What follows belongs to an exercise in optimizing a design on an open flow for small area; a production flow would make more cautious choices.
In this exercise RTL edits were held to simulation tests only and were not proved equivalent to the original.
No driver is modelled on the clock port, so clocking that relies on it looks cheaper here than on a real chip.

Design projeto, start of the top module:
module projeto (sec_out, milsec_out, curr_state, clock, HEX7, HEX6, HEX5, HEX4, HEX3, HEX2, HEX1, HEX0,
					 colunas, linhas, number, pressed, ledA, ledB, ledC, ledD, negative_led, rst);
output reg [9:0] sec_out;
output reg [3:0] milsec_out;
output reg [1:0] curr_state;
output [6:0] HEX7, HEX6, HEX5, HEX4, HEX3, HEX2, HEX1, HEX0;
output reg [3:0] colunas;
input [3:0] linhas;
output reg [3:0] number;
output pressed;
output reg ledA, ledB, ledC, ledD;
output reg negative_led;
input clock;
input rst;
assign pressed = 1'b0;
function [6:0] segc (input [3:0] k); begin
	segc[0] = (~k[3]&k[1]);
	segc[1] = (k[3]&k[1]&~k[0]) | (~k[3]&~k[2]&k[0]);
	segc[2] = (~k[2]&k[1]&k[0]);
	segc[3] = (~k[3]);
	segc[4] = ~((k[3]&~k[2]));
	segc[5] = ~((~k[0]) | (~k[2]&~k[1]));
	segc[6] = ~((~k[0]) | (k[3]&k[1]));
end
endfunction
function [3:0] enc (input [3:0] d); begin
	enc[0] = (d[1]&d[0]) | (~d[3]&~d[2]);
	enc[1] = (~d[3]&~d[1]&d[0]) | (~d[2]&d[1]) | (d[2]&~d[0]);
	enc[2] = (d[0]);
	enc[3] = ~((d[2]&~d[1]&~d[0]) | (~d[2]&~d[1]&d[0]) | (d[2]&d[1]&d[0]));
end
endfunction
function [3:0] decc (input [3:0] k); begin
	decc[0] = (k[2]);
	decc[1] = ~((~k[2]&~k[1]) | (k[2]&~k[0]) | (~k[3]&k[1]));
	decc[2] = (k[1]&~k[0]) | (k[2]&~k[1]&k[0]);
	decc[3] = (~k[1]&~k[0]);
end
endfunction
function [3:0] add3 (input [3:0] x); begin
	add3[3] = x[3] | (x[2]&x[1]) | (x[2]&x[0]);
	add3[2] = (x[2]&~x[1]&~x[0]) | (x[3]&x[0]);
	add3[1] = (~x[2]&x[1]) | (x[1]&x[0]) | (x[3]&~x[0]);
	add3[0] = (x[2]&x[1]&~x[0]) | (x[3]&~x[0]) | (~x[3]&~x[2]&x[0]);
end
endfunction
function [15:0] bcd (input [13:0] b);
	integer i;
	reg [29:0] s;
	begin
		s = {16'd0, b};
		for (i = 0; i < 14; i = i + 1) begin
			s[17:14] = add3(s[17:14]);
			s[21:18] = add3(s[21:18]);
			s[25:22] = add3(s[25:22]);
			s = s << 1;
		end
  ...
Size: about 1200 cells after synthesis, ~92 I/O pins, roughly 0.0073 mm^2 of cells after synthesis.
export LEC_CHECK = 0
export ABC_AREA = 1
export CAP_MARGIN = 20
export CORE_MARGIN = 2
export CORE_UTILIZATION = 40
export SLEW_MARGIN = 20
create_clock -name core_clock -period 20.0 [get_ports {clock}]
standard.sh (not shown) runs the stock make flow with config.mk's settings and CLKGATE_MAP_FILE= SYNTH_SCRIPT=/design/flow/synth_recipe.tcl, a recipe that flattens the netlist after the stock synthesis.
==> flow/flow/run.sh <==
#!/bin/bash
# Own layout flow: the standard synthesis, then an area re-mapping of the
# combinational logic only (registers untouched), then the standard layout
# with port buffers of the smallest buffer and a clock tree of small buffers.
set -euo pipefail
W=$(pwd)
R=$W/orfs/results/$FLOW_PLATFORM/projeto/base
LIB=$FLOW_HOME/platforms/$FLOW_PLATFORM/lib/sky130_fd_sc_hd__tt_025C_1v80.lib
YOSYS=$FLOW_HOME/../tools/install/yosys/bin/yosys
command -v yosys >/dev/null 2>&1 && YOSYS=$(command -v yosys)

bash standard.sh synth > $W/log_1_standard_synth.txt 2>&1
cp $R/1_2_yosys.v $W/std_synth.v

sed "s#@LIB@#$LIB#g" flow/reopt.ys > $W/reopt_run.ys
$YOSYS -s $W/reopt_run.ys > $W/log_2_reopt_yosys.txt 2>&1
cp $W/reopt_synth.v $R/1_2_yosys.v
rm -f $R/1_synth.odb $R/1_synth.sdc

bash standard.sh \
  "BUFFER_PORTS_ARGS=-buffer_cell sky130_fd_sc_hd__buf_1" \
  "CTS_ARGS=-sink_clustering_enable -repair_clock_nets -dont_use_dummy_load -buf_list sky130_fd_sc_hd__clkbuf_4 -sink_clustering_size 16 -sink_clustering_max_diameter 60" \
  finish > $W/log_3_standard_layout.txt 2>&1
==> flow/flow/area.abc <==
strash
&get -n
&deepsyn -T 30
&if -K 4 -a
&mfs
&st
&deepsyn -T 30
&put
dch -f
amap
topo
==> flow/flow/reopt.ys <==
# Re-map the combinational logic of the standard synthesis netlist for area.
# Flip-flop instances are kept as they are (same cells, same names).
read_liberty -ignore_miss_func @LIB@
read_verilog std_synth.v
hierarchy -top projeto
setattr -mod -set keep_hierarchy 1 sky130_fd_sc_hd__df* sky130_fd_sc_hd__edf* sky130_fd_sc_hd__sdf* sky130_fd_sc_hd__dl*
flatten
opt_clean
abc -liberty @LIB@ -dont_use *probe* -dont_use *lpflow* -script flow/area.abc
opt_clean -purge
hilomap -singleton -hicell sky130_fd_sc_hd__conb_1 HI -locell sky130_fd_sc_hd__conb_1 LO
splitnets
opt_clean -purge
select projeto
write_verilog -selected -noattr -noexpr -nohex -nodec reopt_synth.v
select -clear
read_liberty -lib -overwrite @LIB@
tee -o reopt_stat.txt stat -liberty @LIB@ -top projeto
Rerun with:
--- a/flow/flow/run.sh
+++ b/flow/flow/run.sh
@@ -2,4 +2,6 @@
 # Own layout flow: the standard synthesis, then an area re-mapping of the
-# combinational logic only (registers untouched), then the standard layout
-# with port buffers of the smallest buffer and a clock tree of small buffers.
+# combinational logic only (registers untouched; several ABC seeds, the
+# smallest netlist is kept), then the standard layout with port buffers of
+# the smallest buffer and a clock tree of small buffers without dummy loads,
+# where clock buffers driving slow clock edges are upsized (flow/post_cts.tcl).
 set -euo pipefail
@@ -14,4 +16,16 @@
 
-sed "s#@LIB@#$LIB#g" flow/reopt.ys > $W/reopt_run.ys
-$YOSYS -s $W/reopt_run.ys > $W/log_2_reopt_yosys.txt 2>&1
+best=""; best_area=""
+for seed in 1 3 5 11; do
+  sed "s#@SEED@#$seed#g" flow/area.abc > $W/area_$seed.abc
+  sed "s#@LIB@#$LIB#g; s#@ABC@#$W/area_$seed.abc#g; s#@OUT@#reopt_$seed.v#g" flow/reopt.ys > $W/reopt_$seed.ys
+  $YOSYS -s $W/reopt_$seed.ys > $W/log_2_reopt_yosys_$seed.txt 2>&1 &
+done
+wait
+for seed in 1 3 5 11; do
+  a=$(awk '/Chip area/ {print $NF}' $W/reopt_$seed.v.stat)
+  echo "seed $seed area $a" >> $W/reopt_areas.txt
+  if [[ -z "$best" ]] || awk -v a="$a" -v b="$best_area" 'BEGIN {exit !(a < b)}'; then best=$seed; best_area=$a; fi
+done
+echo "kept seed $best area $best_area" >> $W/reopt_areas.txt
+cp $W/reopt_$best.v $W/reopt_synth.v
 cp $W/reopt_synth.v $R/1_2_yosys.v
@@ -22,2 +36,3 @@
   "CTS_ARGS=-sink_clustering_enable -repair_clock_nets -dont_use_dummy_load -buf_list sky130_fd_sc_hd__clkbuf_4 -sink_clustering_size 16 -sink_clustering_max_diameter 60" \
+  "POST_CTS_TCL=$W/flow/post_cts.tcl" \
   finish > $W/log_3_standard_layout.txt 2>&1
==> flow/flow/area.abc (replaced) <==
strash
&get -n
&deepsyn -T 30 -S @SEED@
&if -K 4 -a
&mfs
&st
&deepsyn -T 30 -S @SEED@
&put
dch -f
amap
topo
==> flow/flow/post_cts.tcl (new file) <==
estimate_parasitics -placement
set upsized 0
foreach inst [get_cells clkbuf_*] {
  set m [get_property $inst ref_name]
  if {$m ne "sky130_fd_sc_hd__clkbuf_4"} continue
  set worst 0.0
  foreach pin [get_pins -of_objects [get_nets -of_objects [get_pins [get_name $inst]/X]] -filter "direction == input"] {
    set s [get_property $pin slew_max]
    if {$s > $worst} { set worst $s }
  }
  if {$worst > 0.100} {
    replace_cell $inst sky130_fd_sc_hd__clkbuf_8
    incr upsized
    puts "post-cts: [get_name $inst] clock slew [format %.3f $worst] ns, now clkbuf_8"
  }
}
puts "post-cts: upsized $upsized clock buffers"
if {$upsized > 0} {
  detailed_placement
  check_placement -verbose
  estimate_parasitics -placement
}
--- a/flow/flow/reopt.ys
+++ b/flow/flow/reopt.ys
@@ -8,3 +8,3 @@
 opt_clean
-abc -liberty @LIB@ -dont_use *probe* -dont_use *lpflow* -script flow/area.abc
+abc -liberty @LIB@ -dont_use *probe* -dont_use *lpflow* -script @ABC@
 opt_clean -purge
@@ -14,5 +14,5 @@
 select projeto
-write_verilog -selected -noattr -noexpr -nohex -nodec reopt_synth.v
+write_verilog -selected -noattr -noexpr -nohex -nodec @OUT@
 select -clear
 read_liberty -lib -overwrite @LIB@
-tee -o reopt_stat.txt stat -liberty @LIB@ -top projeto
+tee -o @OUT@.stat stat -liberty @LIB@ -top projeto
Result: The changed run finished clean; global-route usage goes down by 0.73 points; via count drops by about 4%; utilization hardly moves.

## separate check: timing with driven ports
Ports are ideal in the flow. The routed layouts listed here were re-timed in OpenROAD. Step 1: set_driving_cell puts a clkbuf_16 on clock and a buf_2 on each other input, an assumption about the parent block. Step 2 also shifts input and output timing later by t, the mid clock arrival at the registers, as if the neighbouring blocks saw the same clock. a / b / c = no drivers / after step 1 / after step 2; a / b = the first two.
| run | t, ns | slack for setup (ns) | latest minus earliest clock arrival (ns) | worst register clock-pin slew, ns |
|---|---|---|---|---|
| the first run | 0.555 | 9.877 / 9.877 / 9.877 | 0.048 / 0.048 | 0.12 / 0.12 |
| the second run | 0.442 | 8.884 / 8.884 / 8.884 | 0.026 / 0.026 | 0.09 / 0.09 |
After both steps every run listed still meets setup and hold.
